This is an optimization exercise on Yosys and OpenROAD, whose aim is small area, not a production implementation. Function was checked by simulation only, so behaviour that the tests miss may differ from the original.

==> flow/design.v, too long to show whole: its modules and the start of the top module <==
// module CORDIC_tanInv_sqrt: 4196 lines
// module fa_m: 4 lines
// module ha_m: 4 lines
module CORDIC_tanInv_sqrt(
    output [15:0] X0,
    output [15:0] Y0,
    output [15:0] Z0,
    input  [15:0] Xin,
    input  [15:0] Yin,
    input  [15:0] Zin,
    input  clk
);
  // ...
==> flow/flow/run.sh <==
#!/bin/bash
# Own flow: the standard layout with the smallest buffer as the port buffer and
# a clock tree without dummy loads.
set -euo pipefail
bash standard.sh BUFFER_PORTS_ARGS="-buffer_cell sky130_fd_sc_hd__buf_1" \
  CTS_ARGS="-sink_clustering_enable -repair_clock_nets -buf_list sky130_fd_sc_hd__clkbuf_4 -sink_clustering_size 11 -sink_clustering_max_diameter 45 -dont_use_dummy_load" finish > standard_flow.log 2>&1
==> flow/standard.sh <==
#!/bin/bash
# synth_recipe.tcl (not shown) runs the flow's synth.tcl, then flattens the netlist and writes it again
# the make line also repeats each setting of config.mk as NAME=value (left out here)
make -C /OpenROAD-flow-scripts/flow DESIGN_CONFIG=/design/flow/config.mk WORK_HOME=/design/flow/orfs CLKGATE_MAP_FILE= SYNTH_SCRIPT=/design/flow/synth_recipe.tcl "${@:-finish}"
==> flow/config.mk <==
export PLATFORM = sky130hd
export DESIGN_NAME = CORDIC_tanInv_sqrt
export DESIGN_NICKNAME = CORDIC_tanInv_sqrt
export VERILOG_FILES = /design/flow/design.v
export SDC_FILE = /design/flow/constraint.sdc
export NUM_CORES = 4
export LEC_CHECK = 0
export CAP_MARGIN = 20
export CORE_MARGIN = 2
export CORE_UTILIZATION = 60
export SLEW_MARGIN = 20
export SYNTH_HIERARCHICAL = 1
==> flow/constraint.sdc <==
create_clock -name core_clock -period 7.0 [get_ports {clk}]
set_input_delay 1.4000 -clock core_clock [delete_from_list [all_inputs] [get_ports {clk}]]
set_output_delay 1.4000 -clock core_clock [all_outputs]
set_load 0.01 [all_outputs]
==> run notes, run 1 <==
Tcrit/Tclk final: 96.9%
n_taps: 672
routed wl met2: 20400 um
Die H: 229 um
register area: 16800 um2
outcome: timing/DRC/antenna clean
initial antenna violation count: 1
vias in the first global route: 14300
Post-Place Cells: 2581
1st-iter DRT viols: 257
# fillers: 3731
buffering overhead: 1.89%
max cap viols: 0
H-tree Lvls: 3
CP Capture Type: flip-flop
FF+latch count, synth: 837
CP Depth: 17
Hold Vio Cnt, Final: 0
vias per cell: 4.57
non-clock inverter count: 98
n_diodes: 2
simple-gate area share of the yosys netlist: 0%
cells along the critical path: xnor2_1, fa_1, fa_1, fa_1, fa_1, fa_1, fa_1, fa_1, fa_1, fa_1, fa_1, fa_1, fa_1, fa_1, fa_1, fa_1, xnor2_1
largest family of logic cells by synthesized area: adder cells
Detailed Route WL: 38900 um
first-pass GRT wire length: 68600 um
IO Port Bufs: 96
==> run 2: changes to the inputs <==
==> flow/flow/run.sh (replaced) <==
#!/bin/bash
# Own flow: the standard layout with the smallest buffer as the port buffer and
# a clock tree without dummy loads.
set -euo pipefail
bash standard.sh BUFFER_PORTS_ARGS="-buffer_cell sky130_fd_sc_hd__buf_1" \
  CTS_ARGS="-sink_clustering_enable -repair_clock_nets -buf_list sky130_fd_sc_hd__clkbuf_4 -sink_clustering_size 10 -sink_clustering_max_diameter 60 -dont_use_dummy_load" finish > standard_flow.log 2>&1
--- a/flow/config.mk
+++ b/flow/config.mk
@@ -7,6 +7,6 @@
 export LEC_CHECK = 0
 export CAP_MARGIN = 20
 export CORE_MARGIN = 2
-export CORE_UTILIZATION = 60
+export CORE_UTILIZATION = 70
 export SLEW_MARGIN = 20
 export SYNTH_HIERARCHICAL = 1
==> run notes, run 2 <==
XOR/XNOR share of the synthesized area: 7.18%
cells along the critical path: xnor2_1, fa_1, fa_1, fa_1, fa_1, fa_1, fa_1, fa_1, fa_1, fa_1, fa_1, fa_1, fa_1, fa_1, fa_1, fa_1, xnor2_1
most used flip-flop cell after synthesis: dfxtp_1
top area cells in the synthesized netlist: dfxtp_1 55%, fa_1 28%, ha_1 7.0%, xor2_1 4.2%, xnor2_1 2.9%
IO Port Bufs: 96 (unchanged)
CTS tree: done
area grow syn2layout: 5.12%
met2 Usage GRT: 34.2%
synthesized net count: 2499
Finished Layout Cells: 2586
outcome: timing/DRC/antenna clean
largest family of logic cells by synthesized area: adder cells
Post-synth EDFFs: 0
Die Wd: 213 um
grt ovf: 0
most frequent CP cell: fa_1
Buf+Inv Stages, Crit Path: 0
root buf cell: clkbuf_4
largest net degree at the start of global routing: 19
initial core utilization: 70.8%
1st-iter DRT viols: 253 (-1.6%)
Num Clock Sinks: 837
unrepaired setup endpoints after global routing: no
met1 Track Usage GR: 23.6%
Util after Layout: 74.4%
Ports: 97
FF+latch count, synth: 837 (unchanged)
Hold Vio Cnt, Final: 0 (unchanged)
CP Capture Type: flip-flop
Slew Limit Fails: 0
commonest cells after routing, fill and taps aside: 832 x dfxtp_1, 426 x fa_1, 170 x ha_1, 145 x xor2_1
Die H: 213 um (-7.3%)
worst-path fanout max: 4
Data arrival, critical path: 7.46 ns
die area: 45300 um2
Worst Tran Pin Value: 1.01 ns
clock-pin slew on the worst setup and hold paths: 0.11 ns
relative slew slack: 32.2%
Global Route met3 Usage: 3.96%
via count: 12200
final setup violation count: 0
Reg2Reg Setup Slack: 0.21 ns
post-route cell area: 32100 um2
Largest stage delay, worst path: 0.43 ns
startpoint types: flip-flop
row count: 76
WS Path Type: flip-flop to flip-flop
Post-synth top cells: 837 x dfxtp_1, 427 x fa_1, 170 x ha_1, 145 x xor2_1, 102 x xnor2_1
Skew-Pair Late Insertion Delay: 0.83 ns
antenna violation net count after detailed routing: 0
Layout Nets: 2648
hold_buf cts: 0
core region area: 43100 um2
vias per cell: 4.72 (+3.3%)
cts bufs inserted: 93
drt first pass iters: 4
commonest non-fill, non-tap cell in the layout: dfxtp_1
sequential area share after synthesis: 54.9%
Adder-Cell Fraction of Synth Area: 35.0%
Post-synth ARST share: 0%
Synth top area share: 54.9%
DRC errors left: 0
Synth Area in Compound Gates: 0%
Detailed Route WL: 38500 um (-1.1%)
simple-gate area share of the yosys netlist: 0% (unchanged)
Gate Count Post-Synth: 1853
clock tree buffer depth: 3
Syn. warnings: 7
critical path's top delay family: adder cells
Yosys top cell by area: dfxtp_1
library cells used by synthesis: 12
max cap viols: 0 (unchanged)
GRT Util Overall: 19.4%
Tcrit/Tclk final: 97.0% (+0.11 points)
share of post-route cells with drive strength above 1: 6.75%
busiest layer in global routing: met2
vias in the first global route: 14200 (-0.78%)
Total Negative Setup Slacks: 0 ns
routability congestion estimate: 0.783
DR WL/cell: 14.9 um
post-synthesis mux area share: 0%
min Tclk post-route: 6.79 ns
initial antenna violation count: 1 (unchanged)
count leader, synth: dfxtp_1
first-pass GRT wire length: 67300 um (-1.9%)
syn avg cell area: 16.5 um2
Worst Path Required: 7.67 ns
Final Skew: 0.0735 ns
Cell Area, Synth: 30500 um2
H-tree Lvls: 3 (unchanged)
placed cell area: 31300 um2
Hold WC Path Type: flip-flop to flip-flop
post-DP HPWL: 30900 um
Post-Place Cells: 2492 (-3.4%)
critical path's slowest cell: dfxtp_1
highest clock rate: 0.147 GHz
==> run 2: per-module statistics from Yosys (local to each module, per instance) <==
module	cell area, um2	times used	cells
CORDIC_tanInv_sqrt	19800	1	1258
fa_m	20.0	427	1
ha_m	12.5	168	1
==> run 2: cells by family after synthesis <==
| group | count (synthesis) |
|---|---|
| flops | 837 |
| xor+xnor | 248 |
| fa+ha+maj | 597 |
| buf+inv | 171 |
==> run 2: area by class of cell <==
cell class,instances,area (um2)
diodes,1,2.50
fillers,2792,11000
multi-input cells,845,12900
inverters,98,368
clock buffers,93,698
repair buffers,127,597
well taps,585,732
flip-flops and latches,837,16800
==> run 2: path summary, 6_finish.rpt <==
| check | cells past startpoint | startpoint | end |
|---|---|---|---|
| setup / recovery | 17 | y8_15 | y9_15 |
| hold / removal | 0 | z1_6 | z2_6 |
| setup reg to reg | 17 | y8_15 | y9_15 |
| hold reg to reg | 0 | z1_6 | z2_6 |
==> run 2: through the flow <==
step                      hold slack (ns)  worst slack, ns
after CTS                           0.268           0.0686
final                               0.277            0.212
after global routing                0.285          0.00420
after global placement              0.310            0.232
after detailed placement            0.312           0.0926
after floorplan                     0.310           0.0346
==> run 2: routing by layer <==
| metal | up-vias | routed length, um |
|---|---|---|
| li1 | 5912 | - |
| met1 | 6062 | 15800 |
| met2 | 157 | 20100 |
| met3 | 69 | 1570 |
| met4 | 0 | 1040 |
| met5 | - | 0 |
==> run 2: what timing repair did <==
| item | CTS | global route |
|---|---|---|
| setup buffers | 0 | 0 |
| setup endpoints to repair | 0 | 7 |
| hold endpoints to repair | 0 | 0 |
| resized for setup | 0 | 8 |

static timing again, ports no longer ideal:
The flow's constraints put no driver on any port. The routed layouts listed below were extracted and timed again, unchanged, in two steps. Step 1 assumes that a clkbuf_16 drives the clock port and a buf_2 every other input. Step 2 times the ports against the registers' clock, not the clock port: input delays grow and output delays shrink by t, the midpoint of the rising clock arrivals with the driver on. Slacks: ideal / step 1 / step 2; pairs: ideal / step 1.
run | t, ns | setup slack, ns | worst hold slack (ns) | worst setup path after step 2 | worst data-port slew with drivers (ns)
run 1 | 0.848 | 0.219 / 0.219 / 0.219 | 0.302 / 0.302 / 0.302 | register to register | 0.03
run 2 | 0.848 | 0.212 / 0.212 / 0.212 | 0.277 / 0.277 / 0.277 | register to register | 0.04
After both steps setup and hold are still met in every run listed.
